Source: an optimization exercise on an open RTL-to-GDS flow (aim: small area, a short achievable clock period and few clock cycles). Production flows keep margins and buffers that such runs may drop. The RTL was checked by simulation tests, not by an equivalence proof against the original design. Power is estimated from default activity; no workload was simulated.

## flow/design.v (module list and top-level ports; edited modules follow where they fit)
// module mod_mult_m_23: 3267 lines
// module mm_fa: 4 lines
// module mm_bpp: 3 lines
// module mm_ha: 4 lines
module mod_mult_m_23 (
  input  wire        clk,
  input  wire        rst,
  input  wire        in_valid,
  input  wire [22:0] input_data0,
  input  wire [22:0] input_data1,
  output wire        out_valid,
  output reg  [22:0] output_data
);
  // ...
==> flow/flow/run.sh <==
#!/bin/bash
# Own flow: the standard synthesis, then every combinational cell set to its
# smallest drive strength (timing repair upsizes where the margin needs it), then
# the standard layout with port buffers of the smallest buffer cell.
set -euo pipefail
bash standard.sh synth > synth.log 2>&1
R=orfs/results/sky130hd/mod_mult_m_23/base
cp $R/1_2_yosys.v 1_2_yosys.orig.v
python3 flow/downsize.py $R/1_2_yosys.v $FLOW_HOME/platforms/sky130hd/lib/sky130_fd_sc_hd__tt_025C_1v80.lib > downsize.log 2>&1
rm -f $R/1_synth.odb $R/1_synth.sdc
bash standard.sh "BUFFER_PORTS_ARGS=-buffer_cell sky130_fd_sc_hd__buf_1" finish > layout.log 2>&1
==> flow/flow/downsize.py <==
#!/usr/bin/env python3
"""Set every combinational cell of the synthesized netlist to its smallest drive
strength (same function and pins); timing repair later upsizes where needed.
Flip-flops and other sequential cells are left as synthesis made them.
usage: downsize.py NETLIST LIBERTY"""
import re, sys
net, lib = sys.argv[1], sys.argv[2]
lt = open(lib).read()
cells = set(re.findall(r'cell\s*\(\s*"?(sky130_fd_sc_hd__\w+?)"?\s*\)', lt))
seq = set(m for m in cells if re.search(r'__(df|dl|sdf|edf|sdl|lpflow|clk|probe|conb|tap|fill|decap|diode)', m))
txt = open(net).read()
count = {}
def repl(m):
    base, drv = m.group(1), m.group(2)
    full = base + '_' + drv
    if full in seq or base + '_1' in seq:
        return m.group(0)
    for small in ('0', '1'):
        cand = base + '_' + small
        if cand in cells and cand != full and int(small) < int(drv):
            count[full + '->' + cand] = count.get(full + '->' + cand, 0) + 1
            return cand + m.group(3)
    return m.group(0)
txt2 = re.sub(r'\b(sky130_fd_sc_hd__[a-z0-9]+?)_(\d+)(\s+[\\\w])', repl, txt)
open(net, 'w').write(txt2)
for k, v in sorted(count.items()):
    print(v, k)
==> flow/standard.sh <==
#!/bin/bash
# synth_recipe.tcl (not shown) runs the flow's synth.tcl, then flattens the netlist and writes it again
# the make line also repeats each setting of config.mk as NAME=value (left out here)
make -C /OpenROAD-flow-scripts/flow DESIGN_CONFIG=/design/flow/config.mk WORK_HOME=/design/flow/orfs CLKGATE_MAP_FILE= SYNTH_SCRIPT=/design/flow/synth_recipe.tcl "${@:-finish}"
==> flow/config.mk <==
export PLATFORM = sky130hd
export DESIGN_NAME = mod_mult_m_23
export DESIGN_NICKNAME = mod_mult_m_23
export VERILOG_FILES = /design/flow/design.v
export SDC_FILE = /design/flow/constraint.sdc
export NUM_CORES = 4
export LEC_CHECK = 0
export CAP_MARGIN = 20
export CORE_MARGIN = 2
export CORE_UTILIZATION = 65
export SETUP_SLACK_MARGIN = 3.8
export SLEW_MARGIN = 20
export SYNTH_HIERARCHICAL = 1
==> flow/constraint.sdc <==
create_clock -name core_clock -period 7.5 [get_ports {clk}]
set_input_delay 1.5000 -clock core_clock [delete_from_list [all_inputs] [get_ports {clk}]]
set_output_delay 1.5000 -clock core_clock [all_outputs]
set_load 0.01 [all_outputs]
==> impl_metrics.env, run 1 <==
export IMPL_routed_length_on_met3_um=5510
export IMPL_met3_usage_pct=7.82
export IMPL_post_cts_repair_setup_buffers=0
export IMPL_grt_util_all_layers_pct=35.1
export IMPL_finalNetCount=2313
export IMPL_place_ws_ns=3.48
export IMPL_num_fill_cells=2173
export IMPL_p_clk_mw=1.39
export IMPL_reg2reg_to="m1386"
export IMPL_firstDrtPassIters=6
export IMPL_syn_instance_count=1666
export IMPL_min_period_ns=3.68
export IMPL_outcome="complete, no violations"
export IMPL_via_per_inst=6.37
export IMPL_worst_setup_hold_path_clk_slew_ns=0.07
export IMPL_initialDrtViolationCount=1216
export IMPL_area_share_sequential_pct=24.0
export IMPL_whs_endpoint="valid_pipe[3]"
export IMPL_route_top_layer_used="met4"
export IMPL_p_seq_mw=2.76
export IMPL_source_to_sink_clock_delay_at_the_later_pin_of_the_worst_skew_pair_ns=0.57
export IMPL_period_share_pct=49.0
export IMPL_finish_cell_count_without_fillers=2224
export IMPL_n_multi_input_combinational_cell=1274
export IMPL_final_design_area_no_fill_sq_um=22500
export IMPL_cts_tree="built"
export IMPL_critPathMostFrequentCell="sky130_fd_sc_hd__fa_1"
export IMPL_crit_path_start_kind="flip-flop"
export IMPL_critical_path_max_fanout=24
export IMPL_crit_cells=7
export IMPL_globalRouteMet2Util_pct=60.9
export IMPL_number_of_global_route_vias_before_repair=15200
export IMPL_p_seq_share_pct=21.6
export IMPL_final_hold_worst_slack_ns=0.352
export IMPL_fp_dieH_um=181
export IMPL_worstHoldStart="valid_pipe[2]"
export IMPL_buffers_excl_clock=121
Testbench counts, summed over its fixed seeds: cycles 24,040.
==> run 2: changes to the inputs <==
--- a/flow/config.mk
+++ b/flow/config.mk
@@ -7,7 +7,7 @@
 export LEC_CHECK = 0
 export CAP_MARGIN = 20
 export CORE_MARGIN = 2
-export CORE_UTILIZATION = 65
+export CORE_UTILIZATION = 50
 export SETUP_SLACK_MARGIN = 3.8
 export SLEW_MARGIN = 20
 export SYNTH_HIERARCHICAL = 1
==> impl_metrics.env, run 2 <==
export IMPL_p_leak_nw=9.02
export IMPL_die_boundary_width_um=206
export IMPL_outcome="complete, no violations"
export IMPL_critical_path_arrival_ns=4.00
export IMPL_p_seq_share_pct=21.0
export IMPL_total_power_mw=13.1
export IMPL_clock_power_share_pct=12.7
export IMPL_crit_path_start_kind="flip-flop"
export IMPL_power_density_cell_area_nw_per_um2=576
export IMPL_layout_cells_most_common="sky130_fd_sc_hd__fa_1"
export IMPL_placed_cells_incl_taps=2300
export IMPL_clkSinkCount=267
export IMPL_placed_cell_area_sq_um=21600
export IMPL_syn_area_per_cell_sq_um=12.2
export IMPL_ir_worst_vdd_mv=0.261
export IMPL_initialDrtViolationCount=1195
export IMPL_critPathMaxStageDelay_ns=0.75
export IMPL_total_detailed_routing_wirelength_um=58700
export IMPL_drt_antenna_violating_nets=0
export IMPL_critPathMostFrequentCell="sky130_fd_sc_hd__fa_1"
export IMPL_pin_count=73
export IMPL_end_kind="flip-flop"
export IMPL_remaining_drc_errors=0
export IMPL_grt_max_degree=33
export IMPL_cts_htree_levels=1
export IMPL_post_route_util_pct=57.1
export IMPL_antenna_found_initial=0
export IMPL_numPortBuffers=72
export IMPL_fraction_of_layout_instances_using_a_drive_strength_above_1_pct=6.71
export IMPL_worst_slew_pin_slew_ns=0.674
export IMPL_area_delta_synth_final_pct=12.1
export IMPL_crit_slowest_cell="sky130_fd_sc_hd__dfxtp_2"
export IMPL_grt_util_all_layers_pct=28.9
export IMPL_power_switching_fraction_pct=44.2
export IMPL_setup_violations=0
export IMPL_timing_critical_path_required_ns=7.97
export IMPL_relative_contribution_of_combinational_cells_to_total_power_pct=66.3
export IMPL_mostFrequentLayoutCells="357 x sky130_fd_sc_hd__fa_1, 288 x sky130_fd_sc_hd__xnor2_1, 246 x sky130_fd_sc_hd__dfxtp_1"
export IMPL_grt_pass1_wl_um=91200
export IMPL_fp_dieH_um=206
export IMPL_final_setup_tns_ns=0
export IMPL_cts_root_to_sink_buffers=3
export IMPL_synthesis_area_sq_um=20400
export IMPL_antenna_cells_inserted=0
export IMPL_nets_in_the_synthesized_netlist=2171
export IMPL_grt_setup_unrepaired="no"
export IMPL_period_share_pct=47.1
export IMPL_holdBufCountCts=0
export IMPL_dr_total_vias=13800
export IMPL_final_design_area_no_fill_sq_um=22800
export IMPL_worstPathCellList="a22oi_1 -> xnor2_1 -> fa_1 -> fa_1 -> fa_1 -> fa_1 -> fa_1"
export IMPL_min_path_type="flip-flop to flip-flop"
export IMPL_max_cap_violations=0
export IMPL_internal_power_mw=7.33
export IMPL_critical_path_max_fanout=23
export IMPL_dpl_hpwl_um=41200
export IMPL_num_fill_cells=3349
export IMPL_cts_inserted_buffers=31
export IMPL_worst_setup_hold_path_clk_slew_ns=0.07
export IMPL_largest_registers="a_r (23), output_data (23)"
export IMPL_source_to_sink_clock_delay_at_the_later_pin_of_the_worst_skew_pair_ns=0.60
export IMPL_finish_cell_count_without_fillers=2358
export IMPL_firstDrtPassIters=5
export IMPL_grt_ovfl_total=0
export IMPL_clock_root_buffer="sky130_fd_sc_hd__clkbuf_16"
export IMPL_synthesis_yosys_warnings=7
export IMPL_drt_wirelength_per_cell_um=24.9
export IMPL_min_period_ns=3.53
export IMPL_via_per_inst=5.86
export IMPL_finalNetCount=2313
export IMPL_start_util_pct=50.9
export IMPL_routabilityCongestion=0.908
export IMPL_criticalPathCategory="flip-flop to flip-flop"
export IMPL_cts_tree="built"
export IMPL_number_of_global_route_vias_before_repair=15300
export IMPL_power_switching_mw=5.82
export IMPL_report_final_slew_viol_count=0
export IMPL_syn_instance_count=1666
export IMPL_fp_dieArea_sq_um=42400
export IMPL_timing_final_hold_violations=0
export IMPL_core_area_sq_um=40000
export IMPL_achievable_frequency_mhz=283
export IMPL_worst_slew_margin_rel_pct=54.7
export IMPL_core_rowCount=73
export IMPL_clock_skew_ns=0.0187
[run 2: final timing paths]
kind	start	to	slack, ns	cells after the start
setup / recovery	be360	m1388	3.97	7
hold / removal	valid_pipe[0]	valid_pipe[1]	0.35	0
setup reg to reg	be360	m1388	3.97	7
hold reg to reg	valid_pipe[0]	valid_pipe[1]	0.35	0
max in group asynchronous	rst	valid_pipe[2]	6.54	1
min in group asynchronous	rst	valid_pipe[4]	0.75	1
[run 2: worst max-delay path, delay by kind of cell (launching register included)]
family          cells  cell delay (ns)
compound gates      1             0.18
xor+xnor            1             0.21
fa+ha+maj           5             2.27
flops               1             0.75
[run 2: area by class of cell]
class	instances	area, sq um	area share (%)
Clock buffer	35	811	3.55
Sequential cell	267	5420	23.7
Multi-Input combinational cell	1274	14600	63.8
Timing Repair Buffer	118	616	2.70
Clock inverter	23	334	1.46
Tap cell	525	657	2.88
Inverter	116	435	1.91
[run 2: power by group through the flow]
| stage | sequential, mW | combinational, mW | clock [mW] |
|---|---|---|---|
| detailed placement | 2.80 | 8.78 | 0 |
| global placement | 2.79 | 8.40 | 0 |
| global route | 2.83 | 9.96 | 1.76 |
| finish | 2.76 | 8.71 | 1.67 |
| CTS | 2.77 | 8.82 | 1.71 |
| floorplan | 2.71 | 5.85 | 0 |
[run 2: layer usage]
metal	GRT usage (%)	up-vias	share of wire (%)
li1	-	6010	-
met1	35.9	7090	39
met2	51.1	602	50
met3	4.56	123	6.9
met4	10.2	0	3.6
met5	0	-	0
[run 2: repair_timing]
action,4_1_cts,5_1_grt
endpoints found under the setup margin,30,15
cloned,0,0
gates resized for setup,12,15
setup buffers,0,0
[run 2: stage by stage]
stage | hold WS, ns | setup WS (ns)
6_report | 0.348 | 3.97
5_1_grt | 0.365 | 3.83
4_1_cts | 0.353 | 3.84
3_5_place_dp | 0.339 | 3.42
3_3_place_gp | 0.335 | 3.39
2_1_floorplan | 0.331 | 3.81

## separate check: timing with driven ports
In the flow no input, the clock included, has a driving cell. The finished layouts below were timed again as built, in two steps.
Step 1 assumes that a clkbuf_16 drives the clock port and a buf_2 every other input.
Step 2 times the ports against the registers' clock, not the clock port: input delays grow and output delays shrink by t, the midpoint of the rising clock arrivals with the driver on.
Three values: ideal, step 1, step 2; two values: the first two.
run	t (ns)	setup slack, ns	latest minus earliest clock arrival (ns)	worst slew at a driven data input, ns
run 1	0.609	3.825 / 3.825 / 3.825	0.016 / 0.017	0.04
run 2	0.641	3.966 / 3.966 / 3.966	0.020 / 0.020	0.05
After both steps every run listed still meets setup and hold.
